What follows belongs to an exercise in optimizing a design on an open flow for small area, a short achievable clock period and few clock cycles; a production flow would make more cautious choices. No run shown here included a check of the RTL's function; only the layout flow was run. No activity file was given, so power comes from the tool's default toggle rates.

--- run.sh ---
#!/bin/bash
# synth_recipe.tcl (not shown) runs the flow's synth.tcl, then flattens the netlist and writes it again
# the make line also repeats each setting of config.mk as NAME=value (left out here)
make -C /OpenROAD-flow-scripts/flow DESIGN_CONFIG=/design/flow/config.mk WORK_HOME=/design/flow/orfs CLKGATE_MAP_FILE= SYNTH_SCRIPT=/design/flow/synth_recipe.tcl finish
--- config.mk ---
export PLATFORM = sky130hd
export DESIGN_NAME = CORDIC
export DESIGN_NICKNAME = CORDIC
export VERILOG_FILES = /design/flow/design.v
export SDC_FILE = /design/flow/constraint.sdc
export NUM_CORES = 4
export LEC_CHECK = 0
export ABC_AREA = 1
export CAP_MARGIN = 20
export CORE_MARGIN = 2
export CORE_UTILIZATION = 40
export SETUP_SLACK_MARGIN = 4
export SLEW_MARGIN = 20
export SYNTH_HIERARCHICAL = 1
export SYNTH_MINIMUM_KEEP_SIZE = 0
--- design.v ---
module CORDIC #(parameter integer W = 32)
(
    input wire clk,
    input wire start,
    input wire signed [31:0] x,
    input wire signed [31:0] y,
    output wire signed [W-1:0]phi,
    output wire done
);
reg [31:0] xr;
reg [31:0] yr;
reg [31:0] z;
reg [4:0] cnt;
reg dn;
reg [0:0] b27;   
reg [2:0] ff;
wire d = yr[31];
wire [31:0] xs, ys, xn, yn, zn;
reg [1:0] sx0, sx1, sy0, sy1;
cordic_shr u_shx (.a(yr), .s0({sx0[1], sx0[1], sx0[1], sx0[1], sx0[1], sx0[1], sx0[1], sx0[1], sx0[1], sx0[1], sx0[1], sx0[1], sx0[1], sx0[1], sx0[1], sx0[1], sx0[0], sx0[0], sx0[0], sx0[0], sx0[0], sx0[0], sx0[0], sx0[0], sx0[0], sx0[0], sx0[0], sx0[0], sx0[0], sx0[0], sx0[0], sx0[0]}), .s1({sx1[1], sx1[1], sx1[1], sx1[1], sx1[1], sx1[1], sx1[1], sx1[1], sx1[1], sx1[1], sx1[1], sx1[1], sx1[1], sx1[1], sx1[1], sx1[1], sx1[0], sx1[0], sx1[0], sx1[0], sx1[0], sx1[0], sx1[0], sx1[0], sx1[0], sx1[0], sx1[0], sx1[0], sx1[0], sx1[0], sx1[0], sx1[0]}), .s(cnt[4:2]), .o(xs));
cordic_shr u_shy (.a(xr), .s0({~sy0[1], ~sy0[1], ~sy0[1], ~sy0[1], ~sy0[1], ~sy0[1], ~sy0[1], ~sy0[1], ~sy0[1], ~sy0[1], ~sy0[1], ~sy0[1], ~sy0[1], ~sy0[1], ~sy0[1], ~sy0[1], ~sy0[0], ~sy0[0], ~sy0[0], ~sy0[0], ~sy0[0], ~sy0[0], ~sy0[0], ~sy0[0], ~sy0[0], ~sy0[0], ~sy0[0], ~sy0[0], ~sy0[0], ~sy0[0], ~sy0[0], ~sy0[0]}), .s1({~sy1[1], ~sy1[1], ~sy1[1], ~sy1[1], ~sy1[1], ~sy1[1], ~sy1[1], ~sy1[1], ~sy1[1], ~sy1[1], ~sy1[1], ~sy1[1], ~sy1[1], ~sy1[1], ~sy1[1], ~sy1[1], ~sy1[0], ~sy1[0], ~sy1[0], ~sy1[0], ~sy1[0], ~sy1[0], ~sy1[0], ~sy1[0], ~sy1[0], ~sy1[0], ~sy1[0], ~sy1[0], ~sy1[0], ~sy1[0], ~sy1[0], ~sy1[0]}), .s(cnt[4:2]), .o(ys));
cordic_addsub u_addx (.a(xr), .b(xs), .inv(d), .o(xn));
cordic_addsub u_addy (.a(yr), .b(ys), .inv(~d), .o(yn));
wire [31:0] za;
cordic_ztab u_tab (.i(cnt), .d(d), .dn(dn), .o(za));
cordic_add u_addz (.a(z), .b(za), .o(zn));
wire b26 = ~d;
wire [2:0] fnext;
assign fnext[0] = z[4] & (b26 ? (~z[5] & (&z[10:6])) : (&z[10:5]));
assign fnext[1] = z[4] & (b26 ? (~z[5] & (&z[17:6])) : (&z[17:5]));
assign fnext[2] = z[4] & (b26 ? (~z[5] & (&z[24:6])) : (&z[24:5]));
cordic_fin u_fin (.a(z), .b(b27), .f(ff), .o(phi));
assign done = dn;
always @(posedge clk) begin
    if (start) begin
        xr  <= x;
        yr  <= y;
        z   <= 32'h906dfdfb;
    end else begin
        xr  <= xn;
        yr  <= yn;
        z   <= zn;
    end
    if (start) begin
        cnt <= 5'd0;
        dn  <= 1'b0;
        sx0[0] <= 1'b0;
        sx1[0] <= 1'b0;
        sy0[0] <= 1'b1;
        sy1[0] <= 1'b1;
        sx0[1] <= 1'b0;
        sx1[1] <= 1'b0;
        sy0[1] <= 1'b1;
        sy1[1] <= 1'b1;
    end else if (!dn) begin
        cnt <= cnt + 5'd1;
        dn  <= (cnt == 5'd26);
        b27 <= {~yn[31]};
        if (cnt == 5'd26) ff <= fnext;
        sx0[0] <= ~sx0[0];
        sx1[0] <= sx1[0] ^ sx0[0];
        sy0[0] <= ~sy0[0];
        sy1[0] <= ~(~sy1[0] ^ ~sy0[0]);
        sx0[1] <= ~sx0[1];
        sx1[1] <= sx1[1] ^ sx0[1];
        sy0[1] <= ~sy0[1];
        sy1[1] <= ~(~sy1[1] ^ ~sy0[1]);
    end
end
endmodule
module cordic_shr (input wire [31:0] a, input wire [31:0] s0, input wire [31:0] s1, input wire [4:2] s, output wire [31:0] o);
wire [31:0] l0;
assign l0[0] = s0[0] ? a[1] : a[0];
assign l0[1] = s0[1] ? a[2] : a[1];
assign l0[2] = s0[2] ? a[3] : a[2];
assign l0[3] = s0[3] ? a[4] : a[3];
assign l0[4] = s0[4] ? a[5] : a[4];
assign l0[5] = s0[5] ? a[6] : a[5];
assign l0[6] = s0[6] ? a[7] : a[6];
assign l0[7] = s0[7] ? a[8] : a[7];
assign l0[8] = s0[8] ? a[9] : a[8];
assign l0[9] = s0[9] ? a[10] : a[9];
assign l0[10] = s0[10] ? a[11] : a[10];
assign l0[11] = s0[11] ? a[12] : a[11];
assign l0[12] = s0[12] ? a[13] : a[12];
assign l0[13] = s0[13] ? a[14] : a[13];
assign l0[14] = s0[14] ? a[15] : a[14];
assign l0[15] = s0[15] ? a[16] : a[15];
assign l0[16] = s0[16] ? a[17] : a[16];
assign l0[17] = s0[17] ? a[18] : a[17];
assign l0[18] = s0[18] ? a[19] : a[18];
assign l0[19] = s0[19] ? a[20] : a[19];
assign l0[20] = s0[20] ? a[21] : a[20];
assign l0[21] = s0[21] ? a[22] : a[21];
assign l0[22] = s0[22] ? a[23] : a[22];
assign l0[23] = s0[23] ? a[24] : a[23];
assign l0[24] = s0[24] ? a[25] : a[24];
assign l0[25] = s0[25] ? a[26] : a[25];
assign l0[26] = s0[26] ? a[27] : a[26];
assign l0[27] = s0[27] ? a[28] : a[27];
assign l0[28] = s0[28] ? a[29] : a[28];
assign l0[29] = s0[29] ? a[30] : a[29];
assign l0[30] = s0[30] ? a[31] : a[30];
assign l0[31] = s0[31] ? a[31] : a[31];
wire [31:0] l1;
assign l1[0] = s1[0] ? l0[2] : l0[0];
assign l1[1] = s1[1] ? l0[3] : l0[1];
assign l1[2] = s1[2] ? l0[4] : l0[2];
assign l1[3] = s1[3] ? l0[5] : l0[3];
assign l1[4] = s1[4] ? l0[6] : l0[4];
assign l1[5] = s1[5] ? l0[7] : l0[5];
assign l1[6] = s1[6] ? l0[8] : l0[6];
assign l1[7] = s1[7] ? l0[9] : l0[7];
assign l1[8] = s1[8] ? l0[10] : l0[8];
assign l1[9] = s1[9] ? l0[11] : l0[9];
assign l1[10] = s1[10] ? l0[12] : l0[10];
assign l1[11] = s1[11] ? l0[13] : l0[11];
assign l1[12] = s1[12] ? l0[14] : l0[12];
assign l1[13] = s1[13] ? l0[15] : l0[13];
assign l1[14] = s1[14] ? l0[16] : l0[14];
assign l1[15] = s1[15] ? l0[17] : l0[15];
assign l1[16] = s1[16] ? l0[18] : l0[16];
assign l1[17] = s1[17] ? l0[19] : l0[17];
assign l1[18] = s1[18] ? l0[20] : l0[18];
assign l1[19] = s1[19] ? l0[21] : l0[19];
assign l1[20] = s1[20] ? l0[22] : l0[20];
assign l1[21] = s1[21] ? l0[23] : l0[21];
assign l1[22] = s1[22] ? l0[24] : l0[22];
assign l1[23] = s1[23] ? l0[25] : l0[23];
assign l1[24] = s1[24] ? l0[26] : l0[24];
assign l1[25] = s1[25] ? l0[27] : l0[25];
assign l1[26] = s1[26] ? l0[28] : l0[26];
assign l1[27] = s1[27] ? l0[29] : l0[27];
assign l1[28] = s1[28] ? l0[30] : l0[28];
assign l1[29] = s1[29] ? l0[31] : l0[29];
assign l1[30] = s1[30] ? l0[31] : l0[30];
assign l1[31] = s1[31] ? l0[31] : l0[31];
wire [31:0] l2 = s[2] ? {{4{l1[31]}}, l1[31:4]} : l1;
wire [31:0] l3 = s[3] ? {{8{l2[31]}}, l2[31:8]} : l2;
wire [31:0] l4 = s[4] ? {{16{l3[31]}}, l3[31:16]} : l3;
assign o = l4;
endmodule
module cordic_addsub (input wire [31:0] a, input wire [31:0] b, input wire inv, output wire [31:0] o);
wire [31:0] ax;
cordic_xor u_x (.a(a), .s(inv), .o(ax));
wire [31:0] p, g;
cordic_pgx u_pg (.a(a), .ax(ax), .b(b), .cin(inv), .p(p), .g(g));
cordic_pfx u_pfx (.p(p), .g(g), .cin(inv), .o(o));
endmodule
module cordic_xor (input wire [31:0] a, input wire s, output wire [31:0] o);
assign o = a ^ {32{s}};
endmodule
module cordic_pgx (input wire [31:0] a, input wire [31:0] ax, input wire [31:0] b, input wire cin, output wire [31:0] p, output wire [31:0] g);
assign p = ax ^ b;
wire [31:0] g1 = a & ~p;
assign g = {g1[31:1], g1[0] | (p[0] & cin)};
endmodule
module cordic_pfx (input wire [31:0] p, input wire [31:0] g, input wire cin, output wire [31:0] o);
wire G0_1 = g[1] | (p[1] & g[0]);
wire G0_3 = g[3] | (p[3] & g[2]);
wire P0_3 = p[3] & p[2];
wire G0_5 = g[5] | (p[5] & g[4]);
wire P0_5 = p[5] & p[4];
wire G0_7 = g[7] | (p[7] & g[6]);
wire P0_7 = p[7] & p[6];
wire G0_9 = g[9] | (p[9] & g[8]);
wire P0_9 = p[9] & p[8];
wire G0_11 = g[11] | (p[11] & g[10]);
wire P0_11 = p[11] & p[10];
wire G0_13 = g[13] | (p[13] & g[12]);
wire P0_13 = p[13] & p[12];
wire G0_15 = g[15] | (p[15] & g[14]);
wire P0_15 = p[15] & p[14];
wire G0_17 = g[17] | (p[17] & g[16]);
wire P0_17 = p[17] & p[16];
wire G0_19 = g[19] | (p[19] & g[18]);
wire P0_19 = p[19] & p[18];
wire G0_21 = g[21] | (p[21] & g[20]);
wire P0_21 = p[21] & p[20];
wire G0_23 = g[23] | (p[23] & g[22]);
wire P0_23 = p[23] & p[22];
wire G0_25 = g[25] | (p[25] & g[24]);
wire P0_25 = p[25] & p[24];
wire G0_27 = g[27] | (p[27] & g[26]);
wire P0_27 = p[27] & p[26];
wire G0_29 = g[29] | (p[29] & g[28]);
wire P0_29 = p[29] & p[28];
wire G0_31 = g[31] | (p[31] & g[30]);
wire P0_31 = p[31] & p[30];
wire G1_2 = g[2] | (p[2] & G0_1);
wire G1_3 = G0_3 | (P0_3 & G0_1);
wire G1_6 = g[6] | (p[6] & G0_5);
wire P1_6 = p[6] & P0_5;
wire G1_7 = G0_7 | (P0_7 & G0_5);
wire P1_7 = P0_7 & P0_5;
wire G1_10 = g[10] | (p[10] & G0_9);
wire P1_10 = p[10] & P0_9;
wire G1_11 = G0_11 | (P0_11 & G0_9);
wire P1_11 = P0_11 & P0_9;
wire G1_14 = g[14] | (p[14] & G0_13);
wire P1_14 = p[14] & P0_13;
wire G1_15 = G0_15 | (P0_15 & G0_13);
wire P1_15 = P0_15 & P0_13;
wire G1_18 = g[18] | (p[18] & G0_17);
wire P1_18 = p[18] & P0_17;
wire G1_19 = G0_19 | (P0_19 & G0_17);
wire P1_19 = P0_19 & P0_17;
wire G1_22 = g[22] | (p[22] & G0_21);
wire P1_22 = p[22] & P0_21;
wire G1_23 = G0_23 | (P0_23 & G0_21);
wire P1_23 = P0_23 & P0_21;
wire G1_26 = g[26] | (p[26] & G0_25);
wire P1_26 = p[26] & P0_25;
wire G1_27 = G0_27 | (P0_27 & G0_25);
wire P1_27 = P0_27 & P0_25;
wire G1_30 = g[30] | (p[30] & G0_29);
wire P1_30 = p[30] & P0_29;
wire G1_31 = G0_31 | (P0_31 & G0_29);
wire P1_31 = P0_31 & P0_29;
wire G2_4 = g[4] | (p[4] & G1_3);
wire G2_5 = G0_5 | (P0_5 & G1_3);
wire G2_6 = G1_6 | (P1_6 & G1_3);
wire G2_7 = G1_7 | (P1_7 & G1_3);
wire G2_12 = g[12] | (p[12] & G1_11);
wire P2_12 = p[12] & P1_11;
wire G2_13 = G0_13 | (P0_13 & G1_11);
wire P2_13 = P0_13 & P1_11;
wire G2_14 = G1_14 | (P1_14 & G1_11);
wire P2_14 = P1_14 & P1_11;
wire G2_15 = G1_15 | (P1_15 & G1_11);
wire P2_15 = P1_15 & P1_11;
wire G2_20 = g[20] | (p[20] & G1_19);
wire P2_20 = p[20] & P1_19;
wire G2_21 = G0_21 | (P0_21 & G1_19);
wire P2_21 = P0_21 & P1_19;
wire G2_22 = G1_22 | (P1_22 & G1_19);
wire P2_22 = P1_22 & P1_19;
wire G2_23 = G1_23 | (P1_23 & G1_19);
wire P2_23 = P1_23 & P1_19;
wire G2_28 = g[28] | (p[28] & G1_27);
wire P2_28 = p[28] & P1_27;
wire G2_29 = G0_29 | (P0_29 & G1_27);
wire P2_29 = P0_29 & P1_27;
wire G2_30 = G1_30 | (P1_30 & G1_27);
wire P2_30 = P1_30 & P1_27;
wire G2_31 = G1_31 | (P1_31 & G1_27);
wire P2_31 = P1_31 & P1_27;
wire G3_8 = g[8] | (p[8] & G2_7);
wire G3_9 = G0_9 | (P0_9 & G2_7);
wire G3_10 = G1_10 | (P1_10 & G2_7);
wire G3_11 = G1_11 | (P1_11 & G2_7);
wire G3_12 = G2_12 | (P2_12 & G2_7);
wire G3_13 = G2_13 | (P2_13 & G2_7);
wire G3_14 = G2_14 | (P2_14 & G2_7);
wire G3_15 = G2_15 | (P2_15 & G2_7);
wire G3_24 = g[24] | (p[24] & G2_23);
wire P3_24 = p[24] & P2_23;
wire G3_25 = G0_25 | (P0_25 & G2_23);
wire P3_25 = P0_25 & P2_23;
wire G3_26 = G1_26 | (P1_26 & G2_23);
wire P3_26 = P1_26 & P2_23;
wire G3_27 = G1_27 | (P1_27 & G2_23);
wire P3_27 = P1_27 & P2_23;
wire G3_28 = G2_28 | (P2_28 & G2_23);
wire P3_28 = P2_28 & P2_23;
wire G3_29 = G2_29 | (P2_29 & G2_23);
wire P3_29 = P2_29 & P2_23;
wire G3_30 = G2_30 | (P2_30 & G2_23);
wire P3_30 = P2_30 & P2_23;
wire G3_31 = G2_31 | (P2_31 & G2_23);
wire P3_31 = P2_31 & P2_23;
wire G4_16 = g[16] | (p[16] & G3_15);
wire G4_17 = G0_17 | (P0_17 & G3_15);
wire G4_18 = G1_18 | (P1_18 & G3_15);
wire G4_19 = G1_19 | (P1_19 & G3_15);
wire G4_20 = G2_20 | (P2_20 & G3_15);
wire G4_21 = G2_21 | (P2_21 & G3_15);
wire G4_22 = G2_22 | (P2_22 & G3_15);
wire G4_23 = G2_23 | (P2_23 & G3_15);
wire G4_24 = G3_24 | (P3_24 & G3_15);
wire G4_25 = G3_25 | (P3_25 & G3_15);
wire G4_26 = G3_26 | (P3_26 & G3_15);
wire G4_27 = G3_27 | (P3_27 & G3_15);
wire G4_28 = G3_28 | (P3_28 & G3_15);
wire G4_29 = G3_29 | (P3_29 & G3_15);
wire G4_30 = G3_30 | (P3_30 & G3_15);
wire G4_31 = G3_31 | (P3_31 & G3_15);
assign o = p ^ {G4_30, G4_29, G4_28, G4_27, G4_26, G4_25, G4_24, G4_23, G4_22, G4_21, G4_20, G4_19, G4_18, G4_17, G4_16, G3_15, G3_14, G3_13, G3_12, G3_11, G3_10, G3_9, G3_8, G2_7, G2_6, G2_5, G2_4, G1_3, G1_2, G0_1, g[0], cin};
endmodule
module cordic_add (input wire [31:0] a, input wire [31:0] b, output wire [31:0] o);
wire [31:0] p, g;
cordic_pgz u_pg (.a(a), .b(b), .p(p), .g(g));
cordic_pfx u_pfx (.p(p), .g(g), .cin(1'b0), .o(o));
endmodule
module cordic_pgz (input wire [31:0] a, input wire [31:0] b, output wire [31:0] p, output wire [31:0] g);
assign p = a ^ b;
assign g = a & b;
endmodule
module cordic_ztab (input wire [4:0] i, input wire d, input wire dn, output wire [31:0] o);
wire [31:0] t =
    ({32{i == 5'd0}} & 32'h6487ed52) |
    ({32{i == 5'd1}} & 32'h3b58ce0a) |
    ({32{i == 5'd2}} & 32'h1f5b75fa) |
    ({32{i == 5'd3}} & 32'h0feadd4e) |
    ({32{i == 5'd4}} & 32'h07fd56ee) |
    ({32{i == 5'd5}} & 32'h03ffaab8) |
    ({32{i == 5'd6}} & 32'h01fff556) |
    ({32{i == 5'd7}} & 32'h00fffeaa) |
    ({32{i == 5'd8}} & 32'h007fffd6) |
    ({32{i == 5'd9}} & 32'h003ffffa) |
    ({32{i == 5'd10}} & 32'h00200000) |
    ({32{i == 5'd11}} & 32'h00100000) |
    ({32{i == 5'd12}} & 32'h00080000) |
    ({32{i == 5'd13}} & 32'h00040000) |
    ({32{i == 5'd14}} & 32'h00020000) |
    ({32{i == 5'd15}} & 32'h00010000) |
    ({32{i == 5'd16}} & 32'h00008000) |
    ({32{i == 5'd17}} & 32'h00004000) |
    ({32{i == 5'd18}} & 32'h00002000) |
    ({32{i == 5'd19}} & 32'h00001000) |
    ({32{i == 5'd20}} & 32'h00000800) |
    ({32{i == 5'd21}} & 32'h00000400) |
    ({32{i == 5'd22}} & 32'h00000200) |
    ({32{i == 5'd23}} & 32'h00000100) |
    ({32{i == 5'd24}} & 32'h00000080) |
    ({32{i == 5'd25}} & 32'h00000040) |
    ({32{i == 5'd26}} & 32'h00000020);
assign o = (d | dn) ? 32'h0 : t;
endmodule
module cordic_fin (input wire [31:0] a, input wire b, input wire [2:0] f, output wire [31:0] o);
assign o[3:0] = a[3:0];
wire c0 = b;
assign o[4] = a[4] ^ c0;
assign o[5] = a[5] ^ (c0 & (&a[4:4]));
assign o[6] = a[6] ^ (c0 & (&a[5:4]));
assign o[7] = a[7] ^ (c0 & (&a[6:4]));
assign o[8] = a[8] ^ (c0 & (&a[7:4]));
assign o[9] = a[9] ^ (c0 & (&a[8:4]));
assign o[10] = a[10] ^ (c0 & (&a[9:4]));
wire c1 = (b & f[0]);
assign o[11] = a[11] ^ c1;
assign o[12] = a[12] ^ (c1 & (&a[11:11]));
assign o[13] = a[13] ^ (c1 & (&a[12:11]));
assign o[14] = a[14] ^ (c1 & (&a[13:11]));
assign o[15] = a[15] ^ (c1 & (&a[14:11]));
assign o[16] = a[16] ^ (c1 & (&a[15:11]));
assign o[17] = a[17] ^ (c1 & (&a[16:11]));
wire c2 = (b & f[1]);
assign o[18] = a[18] ^ c2;
assign o[19] = a[19] ^ (c2 & (&a[18:18]));
assign o[20] = a[20] ^ (c2 & (&a[19:18]));
assign o[21] = a[21] ^ (c2 & (&a[20:18]));
assign o[22] = a[22] ^ (c2 & (&a[21:18]));
assign o[23] = a[23] ^ (c2 & (&a[22:18]));
assign o[24] = a[24] ^ (c2 & (&a[23:18]));
wire c3 = (b & f[2]);
assign o[25] = a[25] ^ c3;
assign o[26] = a[26] ^ (c3 & (&a[25:25]));
assign o[27] = a[27] ^ (c3 & (&a[26:25]));
assign o[28] = a[28] ^ (c3 & (&a[27:25]));
assign o[29] = a[29] ^ (c3 & (&a[28:25]));
assign o[30] = a[30] ^ (c3 & (&a[29:25]));
assign o[31] = a[31] ^ (c3 & (&a[30:25]));
endmodule
--- constraint.sdc ---
create_clock -name core_clock -period 7.5 [get_ports {clk}]
set_input_delay 1.5000 -clock core_clock [delete_from_list [all_inputs] [get_ports {clk}]]
set_output_delay 1.5000 -clock core_clock [all_outputs]
set_load 0.01 [all_outputs]
==> summary.txt, run 1 <==
Cells and area
  – Filler cells: approximately 4200
  – Most common cell after layout, fill and taps aside: nand2_1
  – # nets final: roughly 3200
  – Antenna fix cells: 0
  – Register area: 2360 um2
  – Fin cells: 3637
  – Layout cells sized above 1: under 10%
  – Multi-input gate area: approximately 11000 um2
  – Area Overhead vs Synth: 14.8%
  – Commonest cells after routing, fill and taps aside: nand2_1, inv_1, nand3_1, nor2_1, dfxtp_1

STA
  – Final hold violation count: 0
  – Period utilization: a little under half
  – Count of pins over their slew limit: 0
  – Period minus WS final: between 3 and 4 ns
  – Worst clock skew: 0.0126 ns
  – Max_slew headroom: 46.7%
  – Setup Viol. Count Final: 0
  – Least-Margin Pin Slew: ~0.8 ns
  – Unrepaired setup endpoints after global routing: yes
  – Max Fclk: between 200 and 300 MHz
  – Final TNS setup: 0 ns

Setup path
  – WP data arrival: around 2 ns
  – Setup slack, reg-to-reg: ~4.2 ns
  – R2R cell count: 27
  – Worst Setup Start Kind: flip-flop
  – Critical Path Source: b27
  – Crit Reg-Reg Startpoint: sy0[0]
  – CP Class: flip-flop to output pin
  – Crit Path Max Fanout: 6
  – CP endpoint: phi[9]
  – Setup crit end kind: output pin
  – RR Endpoint: yr[17]
  – Worst path required time: approximately 6 ns

GRT
  – First-pass GRT wire length: 81.6 mm
  – Pin count of the biggest net entering global routing: 72
  – GRT Util Overall: between 20% and 30%
  – Number of global-route vias before repair: around 16000
  – Total gr overflow: 0
  – Initial antenna violation count: 0

Power
  – Combinational fraction of design power: between 70 and 80%
  – Pwr Density: between 400 and 500 nW/um2
  – P_leak: between 0.01 and 0.015 uW
  – Maximum vdd drop: 233 uV
  – Fraction of power consumed by the clock network: just over 10%
  – Sw Pwr: 4960 uW
  – Switching part of the total power: between 50% and 60%
  – Reg power frac: between 10% and 20%
  – Internal power: 3770 uW

CTS
  – CTS Buf Count: 17
  – H-tree levels: 4
  – CTS Hold Bufs: 0
  – CTS Buffer Depth: 2
  – Register clock-pin slew on the reported worst setup and hold paths: approximately 0.060 ns
  – # clock sinks: roughly 110
  – Clock tree from TritonCTS: yes
  – Root buffer cell: clkbuf_16
  – Clk latency of the worst-skew pair: ~0.47 ns

Placement
  – Routability cong.: 0.997
  – Buffers on Ports: 98
  – Placed insts: ~3500
  – Final HPWL DP: roughly 38 mm

Logic synthesis
  – Ys Warns: 7
  – Gate Count Post-Synth: between 3000 and 4000
  – Mapped Area: 15700 um2
  – Synth Area per Inst: around 5.2 um2

Route
  – Detail Route Antenna Nets: 0
  – # DRC: 0
  – DR iter-0 viols: ~1500
  – Routed WL: 51.3 mm
  – Detailed-route via count: 18000
  – WL per Instance: 14.1 um
  – Vias per inst: approximately 5
  – Pre-antenna DRT Iters: 6

Die
  – Die extent in x: 202 um
  – Area of the core: roughly 39000 um2
  – Die area: 40800 um2
  – Starting Density: approximately 40%
  – Die Y: slightly above 200 um
  – IO Pins: 99
  – Rows: between 70 and 80

Job
  – MaxCap Viol Count: 0

Run status
  – Outcome: complete, no violations

Worst hold path
  – Hold WC Path Type: flip-flop to flip-flop
[power by group through the flow]
stage	sequential [uW]	combinational, uW	clock [uW]
after floorplan	1160	5200	0
after global placement	1370	6210	0
after detailed placement	1370	6330	0
after CTS	1360	6380	902
after global routing	1410	7520	924
final	1370	6480	878
[worst max-delay path: stages (launching register included)]
cell	delay, ns
edfxtp_1	0.35
buf_4	0.16
nand3_2	0.14
nor2_4	0.17
nand3_1	0.08
nand2_1	0.09
clkdlybuf4s50_1	0.53
[how the worst min path moves through the flow]
| stage | endpoint | slack [ns] | startpoint | cells after the start |
|---|---|---|---|---|
| 2_1_floorplan | sy0[0] | 0.46 | sy0[0] | 2 |
| 3_3_place_gp | sy0[1] | 0.47 | sy0[1] | 2 |
| 3_5_place_dp | sy0[1] | 0.47 | sy0[1] | 2 |
| 4_1_cts | sy0[1] | 0.55 | sy0[1] | 2 |
| 5_1_grt | sy0[1] | 0.61 | sy0[1] | 2 |
| 6_report | sy0[1] | 0.57 | sy0[1] | 2 |
[registers in the layout, indices dropped and copies added (netlist names)]
name	flops
z	32
sx0	2
sy1	2
yr	32
dn	1
xr	32
sy0	2
ff	3
sx1	2
b27	1
cnt	5
[per-stage QoR]
step	util (%)	worst slack, ns	total power, uW	hold WS (ns)	instance area (um2)
2_1_floorplan	-	4.46	6360	0.457	15700
6_report	46.6	4.01	8730	0.574	18000
4_1_cts	45.0	3.89	8640	0.552	17400
3_3_place_gp	43.1	3.63	7580	0.470	16700
3_5_place_dp	43.1	3.58	7700	0.473	16700
5_1_grt	46.6	3.85	9850	0.607	18000
[per-layer routing]
layer | track usage, % | share of wire [%]
met5 | 0 | 0
met4 | 6.80 | 1.9
met3 | 3.74 | 5.7
met2 | 40.8 | 46
met1 | 33.1 | 46
[final cells by class]
| type | count | area share [%] |
|---|---|---|
| Timing Repair Buffer | 153 | 8.38 |
| Clock buffer | 17 | 2.36 |
| Tap cell | 518 | 3.60 |
| Sequential cell | 114 | 13.1 |
| Inverter | 498 | 10.7 |
| Timing Repair inverter | 13 | 0.542 |
| Clock inverter | 15 | 1.01 |
| Multi-Input combinational cell | 2309 | 60.3 |
[what timing repair did]
| action | 4_1_cts | 5_1_grt |
|---|---|---|
| buffers inserted | 3 | 45 |
| gates resized for setup | 30 | 60 |
| pin swaps | 2 | 1 |
| gates cloned | 5 | 8 |
| endpoints found under the setup margin | 76 | 81 |
==> run 2: changes to the inputs <==
--- a/design.v
+++ b/design.v
@@ -17,7 +17,7 @@
 wire d = yr[31];
 wire [31:0] xs, ys, xn, yn, zn;
-reg [1:0] sx0, sx1, sy0, sy1;
-cordic_shr u_shx (.a(yr), .s0({sx0[1], sx0[1], sx0[1], sx0[1], sx0[1], sx0[1], sx0[1], sx0[1], sx0[1], sx0[1], sx0[1], sx0[1], sx0[1], sx0[1], sx0[1], sx0[1], sx0[0], sx0[0], sx0[0], sx0[0], sx0[0], sx0[0], sx0[0], sx0[0], sx0[0], sx0[0], sx0[0], sx0[0], sx0[0], sx0[0], sx0[0], sx0[0]}), .s1({sx1[1], sx1[1], sx1[1], sx1[1], sx1[1], sx1[1], sx1[1], sx1[1], sx1[1], sx1[1], sx1[1], sx1[1], sx1[1], sx1[1], sx1[1], sx1[1], sx1[0], sx1[0], sx1[0], sx1[0], sx1[0], sx1[0], sx1[0], sx1[0], sx1[0], sx1[0], sx1[0], sx1[0], sx1[0], sx1[0], sx1[0], sx1[0]}), .s(cnt[4:2]), .o(xs));
-cordic_shr u_shy (.a(xr), .s0({~sy0[1], ~sy0[1], ~sy0[1], ~sy0[1], ~sy0[1], ~sy0[1], ~sy0[1], ~sy0[1], ~sy0[1], ~sy0[1], ~sy0[1], ~sy0[1], ~sy0[1], ~sy0[1], ~sy0[1], ~sy0[1], ~sy0[0], ~sy0[0], ~sy0[0], ~sy0[0], ~sy0[0], ~sy0[0], ~sy0[0], ~sy0[0], ~sy0[0], ~sy0[0], ~sy0[0], ~sy0[0], ~sy0[0], ~sy0[0], ~sy0[0], ~sy0[0]}), .s1({~sy1[1], ~sy1[1], ~sy1[1], ~sy1[1], ~sy1[1], ~sy1[1], ~sy1[1], ~sy1[1], ~sy1[1], ~sy1[1], ~sy1[1], ~sy1[1], ~sy1[1], ~sy1[1], ~sy1[1], ~sy1[1], ~sy1[0], ~sy1[0], ~sy1[0], ~sy1[0], ~sy1[0], ~sy1[0], ~sy1[0], ~sy1[0], ~sy1[0], ~sy1[0], ~sy1[0], ~sy1[0], ~sy1[0], ~sy1[0], ~sy1[0], ~sy1[0]}), .s(cnt[4:2]), .o(ys));
+reg [3:0] sx0, sx1, sy0, sy1;
+cordic_shr u_shx (.a(yr), .s0({sx0[3], sx0[3], sx0[3], sx0[3], sx0[3], sx0[3], sx0[3], sx0[3], sx0[2], sx0[2], sx0[2], sx0[2], sx0[2], sx0[2], sx0[2], sx0[2], sx0[1], sx0[1], sx0[1], sx0[1], sx0[1], sx0[1], sx0[1], sx0[1], sx0[0], sx0[0], sx0[0], sx0[0], sx0[0], sx0[0], sx0[0], sx0[0]}), .s1({sx1[3], sx1[3], sx1[3], sx1[3], sx1[3], sx1[3], sx1[3], sx1[3], sx1[2], sx1[2], sx1[2], sx1[2], sx1[2], sx1[2], sx1[2], sx1[2], sx1[1], sx1[1], sx1[1], sx1[1], sx1[1], sx1[1], sx1[1], sx1[1], sx1[0], sx1[0], sx1[0], sx1[0], sx1[0], sx1[0], sx1[0], sx1[0]}), .s(cnt[4:2]), .o(xs));
+cordic_shr u_shy (.a(xr), .s0({~sy0[3], ~sy0[3], ~sy0[3], ~sy0[3], ~sy0[3], ~sy0[3], ~sy0[3], ~sy0[3], ~sy0[2], ~sy0[2], ~sy0[2], ~sy0[2], ~sy0[2], ~sy0[2], ~sy0[2], ~sy0[2], ~sy0[1], ~sy0[1], ~sy0[1], ~sy0[1], ~sy0[1], ~sy0[1], ~sy0[1], ~sy0[1], ~sy0[0], ~sy0[0], ~sy0[0], ~sy0[0], ~sy0[0], ~sy0[0], ~sy0[0], ~sy0[0]}), .s1({~sy1[3], ~sy1[3], ~sy1[3], ~sy1[3], ~sy1[3], ~sy1[3], ~sy1[3], ~sy1[3], ~sy1[2], ~sy1[2], ~sy1[2], ~sy1[2], ~sy1[2], ~sy1[2], ~sy1[2], ~sy1[2], ~sy1[1], ~sy1[1], ~sy1[1], ~sy1[1], ~sy1[1], ~sy1[1], ~sy1[1], ~sy1[1], ~sy1[0], ~sy1[0], ~sy1[0], ~sy1[0], ~sy1[0], ~sy1[0], ~sy1[0], ~sy1[0]}), .s(cnt[4:2]), .o(ys));
 cordic_addsub u_addx (.a(xr), .b(xs), .inv(d), .o(xn));
 cordic_addsub u_addy (.a(yr), .b(ys), .inv(~d), .o(yn));
@@ -53,4 +53,12 @@
         sy0[1] <= 1'b1;
         sy1[1] <= 1'b1;
+        sx0[2] <= 1'b0;
+        sx1[2] <= 1'b0;
+        sy0[2] <= 1'b1;
+        sy1[2] <= 1'b1;
+        sx0[3] <= 1'b0;
+        sx1[3] <= 1'b0;
+        sy0[3] <= 1'b1;
+        sy1[3] <= 1'b1;
     end else if (!dn) begin
         cnt <= cnt + 5'd1;
@@ -66,4 +74,12 @@
         sy0[1] <= ~sy0[1];
         sy1[1] <= ~(~sy1[1] ^ ~sy0[1]);
+        sx0[2] <= ~sx0[2];
+        sx1[2] <= sx1[2] ^ sx0[2];
+        sy0[2] <= ~sy0[2];
+        sy1[2] <= ~(~sy1[2] ^ ~sy0[2]);
+        sx0[3] <= ~sx0[3];
+        sx1[3] <= sx1[3] ^ sx0[3];
+        sy0[3] <= ~sy0[3];
+        sy1[3] <= ~(~sy1[3] ^ ~sy0[3]);
     end
 end
==> summary.txt, run 2 <==
Cells and area
  – Commonest cells after routing, fill and taps aside: nand2_1, inv_1, nand3_1, nor2_1, dfxtp_1
  – Antenna fix cells: 0 (unchanged)
  – Filler cells: 4319 (+4.0%)
  – Largest regs: xr: 32 flops, yr: 32 flops, z: 32 flops
  – Register area: 2510 um2 (+6.6%)
  – Fin area: 18100 um2 (+0.67%)
  – Multi-input gate area: 10900 um2 (+0.69%)
  – Most common cell after layout, fill and taps aside: nand2_1
  – Layout cells sized above 1: 8.19% (+0.081 points)
  – # nets final: 3243 (+0.56%)
  – Area Overhead vs Synth: 14.0%

Logic synthesis
  – Ys Warns: 7 (unchanged)
  – Gate Count Post-Synth: 3042 (+1.1%)
  – Mapped Area: 15900 um2 (+1.4%)
  – Synth Area per Inst: 5.23 um2 (+0.29%)

Die
  – Rows: 73 (+1.4%)
  – Die area: 41400 um2 (+1.4%)
  – Area of the core: 39500 um2 (+2.1%)
  – Die Y: 203 um (+0.69%)
  – Starting Density: 40.3% (-0.27 points)
  – Die extent in x: 203 um (+0.69%)
  – IO Pins: 99 (unchanged)

STA
  – Final TNS setup: 0 ns (unchanged)
  – Unrepaired setup endpoints after global routing: yes
  – Max_slew headroom: 44.1% (-2.7 points)
  – Period utilization: 46.1% (-0.36 points)
  – Max Fclk: 289 MHz (+0.77%)
  – Count of pins over their slew limit: 0 (unchanged)
  – Period minus WS final: 3.46 ns (-0.0267 ns)
  – Worst setup margin: 4.04 ns (+0.0267 ns)
  – Worst clock skew: 0.0137 ns (+0.00111 ns)
  – Setup Viol. Count Final: 0 (unchanged)
  – Final hold violation count: 0 (unchanged)
  – Least-Margin Pin Slew: 0.839 ns (+0.0400 ns)

CTS
  – Register clock-pin slew on the reported worst setup and hold paths: 0.07 ns (about the same)
  – Clock tree from TritonCTS: yes
  – CTS Buffer Depth: 2 (unchanged)
  – # clock sinks: 122 (+7.0%)
  – CTS Buf Count: 17 (unchanged)
  – CTS Hold Bufs: 0 (unchanged)
  – H-tree levels: 4 (unchanged)
  – Clk latency of the worst-skew pair: 0.47 ns (about the same)
  – Root buffer cell: clkbuf_16

Route
  – Detail Route Antenna Nets: 0 (unchanged)
  – Routed WL: 51.1 mm (-0.33%)
  – # DRC: 0 (unchanged)
  – Detailed-route via count: 18000 (+0.050%)
  – DR iter-0 viols: 1393 (-9.9%)
  – WL per Instance: 14.0 um (-1.0%)
  – Pre-antenna DRT Iters: 6 (unchanged)
  – Vias per inst: 4.92 (-0.63%)

Placement
  – Routability cong.: 0.949 (-4.8%)
  – Dpl ws: 3.51 ns (-0.0644 ns)
  – Placed cell areas: 16900 um2 (+1.4%)
  – Buffers on Ports: 98 (unchanged)
  – Final HPWL DP: 37.9 mm (-0.50%)

Setup path
  – Worst path most repeated cell: nand2_1
  – R2R cell count: 16 (-41%)
  – Crit Path Max Fanout: 5 (-1)
  – CP Class: flip-flop to output pin
  – Crit-path cells: buf_4 > nand2_4 > nor2_4 > nand2_1 > nand2_1 > nand2_1 > clkdlybuf4s50_1
  – Slowest CP cell: clkdlybuf4s50_1
  – Setup crit end kind: output pin
  – Critical Path Max Stage Delay: 0.53 ns (about the same)
  – Worst Setup Start Kind: flip-flop
  – Worst path required time: 6.00 ns (about the same)
  – WP data arrival: 1.96 ns (-0.03 ns)

Job
  – MaxCap Viol Count: 0 (unchanged)

GRT
  – Number of global-route vias before repair: 15900 (-1.9%)
  – Total gr overflow: 0 (unchanged)
  – Initial antenna violation count: 0 (unchanged)
  – GRT Util Overall: 24.1% (-0.47 points)
  – Pin count of the biggest net entering global routing: 76 (+5.6%)
  – First-pass GRT wire length: 80.3 mm (-1.5%)

Run status
  – Outcome: complete, no violations

Worst hold path
  – Hold Path Depth: 2 (unchanged)
  – Hold WC Path Type: flip-flop to flip-flop

Power
  – Final Power: 8700 uW (-0.29%)
  – Maximum vdd drop: 222 uV (-4.6%)
  – Pwr Density: 480 nW/um2 (-0.95%)
  – P_leak: 0.0107 uW (+0.57%)
==> run 2: timing repair <==
| action | in CTS | in global routing |
|---|---|---|
| resized for setup | 43 | 64 |
| endpoints found under the setup margin | 103 | 72 |
| setup buffers | 10 | 21 |
| pin swaps | 4 | 2 |
| cloned | 3 | 12 |
==> run 2: routing by layer <==
metal / vias up / wire length [um] / track usage (%)
met1: 7950 / 25100 / 33.8
met5: - / 0 / 0
met3: 78 / 2880 / 3.48
met2: 484 / 21900 / 37.9
met4: 0 / 1250 / 7.79
li1: 9519 / - / -
==> run 2: layout make-up <==
cell class,count,area share (%)
flip-flops and latches,122,13.9
well taps,525,3.63
multi-input cells,2329,60.3
repair inverters,11,0.442
repair buffers,141,7.89
inverters,502,10.7
clock inverters,13,0.663
clock buffers,19,2.51
==> run 2: worst max-delay path, delay by kind of cell, from the launching register on <==
family | cells | cell delay [ns]
buffers and inverters | 2 | 0.73
DFF | 1 | 0.45
and+or+nand+nor | 5 | 0.30
==> run 2: per-stage QoR <==
step | hold WS, ns | util [%] | cells
final | 0.564 | 45.9 | 3662
after global routing | 0.617 | 45.9 | 3662
after CTS | 0.550 | 44.7 | 3629
after global placement | 0.511 | 42.8 | 3584
after floorplan | 0.470 | - | 3043
after detailed placement | 0.535 | 42.8 | 3584
==> run 2: power by group <==
group          internal, uW  switching (uW)  leakage (uW)  total [uW]
combinational          2360            4100       0.00941        6460
sequential              942             466       0.00103        1410
clock                   475             357      0.000268         832
total                  3780            4920        0.0107        8700
==> run 2: worst paths after layout <==
path	startpoint	slack, ns	to
setup / recovery	b27	4.04	phi[22]
hold / removal	sy0[0]	0.56	sy1[0]
setup reg to reg	cnt[4]	4.22	z[16]
hold reg to reg	sy0[0]	0.56	sy1[0]

==> afterwards: timing with drivers on the ports <==
The flow's constraints put no driver on any port. The routed layouts listed below were extracted and timed again, unchanged, in two steps.
Step 1 (the two cells are an assumption about what drives the block):
set clk [get_ports {clk}]
set_driving_cell -lib_cell sky130_fd_sc_hd__clkbuf_16 $clk
set_driving_cell -lib_cell sky130_fd_sc_hd__buf_2 [delete_from_list [all_inputs] $clk]
Step 2 times the ports against the registers' clock, not the clock port: input delays grow and output delays shrink by t, the midpoint of the rising clock arrivals with the driver on.
Slacks: ideal ports / drivers / drivers and shift; pairs: ideal ports / drivers.
| run | shift t [ns] | setup WS [ns] | hold slack, ns | worst data-port slew with drivers (ns) |
|---|---|---|---|---|
| run 1 | 0.520 | 4.014 / 3.957 / 4.192 | 0.574 / 0.574 / 0.574 | 0.05 |
| run 2 | 0.524 | 4.040 / 3.984 / 4.222 | 0.564 / 0.564 / 0.564 | 0.07 |
After both steps setup and hold are still met in every run listed.
